What follows belongs to an exercise in optimizing a design on an open flow for small area and a short achievable clock period; a production flow would make more cautious choices.
Only simulation tests tie the RTL to the original design; equivalence was not proved.
Power and IR drop assume default switching activity.

Setup of job 101:
## NEURON
module NEURON(Clock, SignA, SignB, SignC, SignD, ExponentA, ExponentB, ExponentC, ExponentD, MantissaA, MantissaB, MantissaC, MantissaD, SignOut, ExponentOut, MantissaOut, SignOut1, ExponentOut1, MantissaOut1, SignOut2, ExponentOut2, MantissaOut2);
For scale: roughly 660 cells after synthesis, ~91 flip-flops, roughly 85 I/O pins, about 6400 sq um of cells after synthesis.
clock: 11.0 ns
lec_check: 0
cap_margin: 20
core_margin: 2
core_utilization: 55
cts_buf_list: sky130_fd_sc_hd__clkbuf_8
slew_margin: 20
standard.sh (not shown) runs the stock make flow with config.mk's settings and CLKGATE_MAP_FILE= SYNTH_SCRIPT=/design/flow/synth_recipe.tcl, a recipe that flattens the netlist after the stock synthesis.
==> flow/flow/run.sh <==
#!/bin/bash
# The standard layout, with plain buf_1 cells as port buffers and timing
# repair aiming below the clock period (paths with less than SETUP_SLACK_MARGIN
# ns of slack are repaired).
set -euo pipefail
export BUFFER_PORTS_ARGS="-buffer_cell sky130_fd_sc_hd__buf_1"
export SETUP_SLACK_MARGIN=7.2
bash standard.sh > standard_flow.log 2>&1
Job 101 completed end to end with timing, DRC and antenna clean.
The following lists how job 102 was set up differently from job 101:
diff --git a/flow/flow/run.sh b/flow/flow/run.sh
--- a/flow/flow/run.sh
+++ b/flow/flow/run.sh
@@ -6,3 +6,3 @@
 export BUFFER_PORTS_ARGS="-buffer_cell sky130_fd_sc_hd__buf_1"
-export SETUP_SLACK_MARGIN=7.2
+export SETUP_SLACK_MARGIN=7.1
 bash standard.sh > standard_flow.log 2>&1
diff --git a/flow/config.mk b/flow/config.mk
--- a/flow/config.mk
+++ b/flow/config.mk
@@ -10,3 +10,6 @@
 export CORE_UTILIZATION = 55
-export CTS_BUF_LIST = sky130_fd_sc_hd__clkbuf_8
+export CTS_BUF_LIST = sky130_fd_sc_hd__clkbuf_16
+export CTS_CLUSTER_DIAMETER = 500
+export CTS_CLUSTER_SIZE = 100
 export SLEW_MARGIN = 20
+export TNS_END_PERCENT = 5
- Diff job 101 -> job 102: clock transition time at the flip-flop clock pins of the worst setup and hold paths shrank by 0.04 ns; met1 wire length saw an increase.
- End of the critical path: q_zero -> job 101, MantissaOut1[0] -> job 102
- Of the two candidates, job 101 has the worse via count of the routed design and job 102 the better one.
- The higher clock latency reported for the late side of the worst-skew pair of job 101 and job 102 is in job 101.
- Job 102 ends up with a cell-internal power that is about 7% higher than in job 101.
- In job 102, the sequential share of layout area came out 0.15 points above the value in job 101.


Another version of the RTL of NEURON (not shown whole).
For scale: roughly 630 cells after synthesis, roughly 85 I/O pins, roughly 6400 µm² of cells after synthesis.
export LEC_CHECK = 0
export CAP_MARGIN = 20
export CORE_MARGIN = 2
export CORE_UTILIZATION = 55
export CTS_BUF_LIST = sky130_fd_sc_hd__clkbuf_8
export SLEW_MARGIN = 20
export SYNTH_HIERARCHICAL = 1
export TNS_END_PERCENT = 5
create_clock -name core_clock -period 11.0 [get_ports {Clock}]
==> flow/flow/run.sh <==
#!/bin/bash
# The standard layout, with plain buf_1 cells as port buffers and timing
# repair aiming below the clock period (paths with less than SETUP_SLACK_MARGIN
# ns of slack are repaired).
set -euo pipefail
export BUFFER_PORTS_ARGS="-buffer_cell sky130_fd_sc_hd__buf_1"
export SETUP_SLACK_MARGIN=7.45
bash standard.sh > standard_flow.log 2>&1
Next try:
--- a/flow/flow/run.sh
+++ b/flow/flow/run.sh
@@ -6,3 +6,3 @@
 export BUFFER_PORTS_ARGS="-buffer_cell sky130_fd_sc_hd__buf_1"
-export SETUP_SLACK_MARGIN=7.45
+export SETUP_SLACK_MARGIN=7.3
 bash standard.sh > standard_flow.log 2>&1
CORE_UTILIZATION = 65   (was 55)
Maximum frequency came out higher by 0.66%.
Clock skew falls by 0.0040 ns.
Wire length climbs by 2.2%.
Cell area barely changes.
Die area goes down by 15%.
Global-route usage came out higher by 3.4 points.
Combinational power came out higher by about 1%.
Power shrinks by 0.48%.
Next try:
CORE_UTILIZATION = 55   (was 65)
SYNTH_HIERARCHICAL = unset   (was 1)
The changed run produced a clean layout.
Final area rose by 3.1%.
Combinational power increases by 6.1%.
Core utilization decreases by 9.6 points.
Clock skew hardly moves.
Worst setup slack gets better by 0.048 ns.
Synthesized cell count is higher by 9.9%.
Non-clock buffer count went down by 2.
Cell count increases by 8.4%.
Routed wire length came out higher by 2.1%.
Next try:
CORE_UTILIZATION = 60   (was 55)
SYNTH_HIERARCHICAL = 1   (was unset)
Effect:
- The new run completed with no timing, DRC or antenna violations
- core utilization goes up by 4.5 points
- wire length goes down by 1.9%
- non-clock buffer count goes down by 5
- power goes down by 2.1%
- combinational power goes down by 7.0%
- final area goes down by 3.8%

port drivers added, routing unchanged:
The flow's constraints put no driver on any port. The routed layouts listed below were extracted and timed again, unchanged, in two steps.
Step 1 (the two cells are an assumption about what drives the block):
set clk [get_ports {Clock}]
set_driving_cell -lib_cell sky130_fd_sc_hd__clkbuf_16 $clk
set_driving_cell -lib_cell sky130_fd_sc_hd__buf_2 [delete_from_list [all_inputs] $clk]
Step 2 moves the port delays by t, midway between the first and last clock arrival at a register: inputs arrive t later, outputs are due t later. That takes back most of the time a late clock gives input paths.
a / b / c = no drivers / after step 1 / after step 2; a / b = the first two.
run | shift t [ns] | setup slack, ns | hold WS [ns] | worst slew at a driven data input, ns | pins driven straight from the clock port
job 101 | 0.412 | 7.115 / 7.115 / 7.008 | 0.439 / 0.439 / 0.439 | 0.03 | 1
job 102 | 0.381 | 7.115 / 7.075 / 6.906 | 0.425 / 0.425 / 0.425 | 0.03 | 1
the first run of note 2 | 0.400 | 7.166 / 7.131 / 6.924 | 0.449 / 0.449 / 0.449 | 0.03 | 1
the second run of note 2 | 0.398 | 7.191 / 7.157 / 6.913 | 0.445 / 0.445 / 0.445 | 0.03 | 1
the third run of note 2 | 0.389 | 7.239 / 7.205 / 7.028 | 0.449 / 0.449 / 0.449 | 0.03 | 1
the fourth run of note 2 | 0.398 | 7.194 / 7.159 / 6.923 | 0.446 / 0.446 / 0.446 | 0.03 | 1
After both steps setup and hold are still met in every run listed. The setup slack of the second run of note 2, which loses most, moves by -0.034 ns with the drivers and by -0.278 ns with both steps.
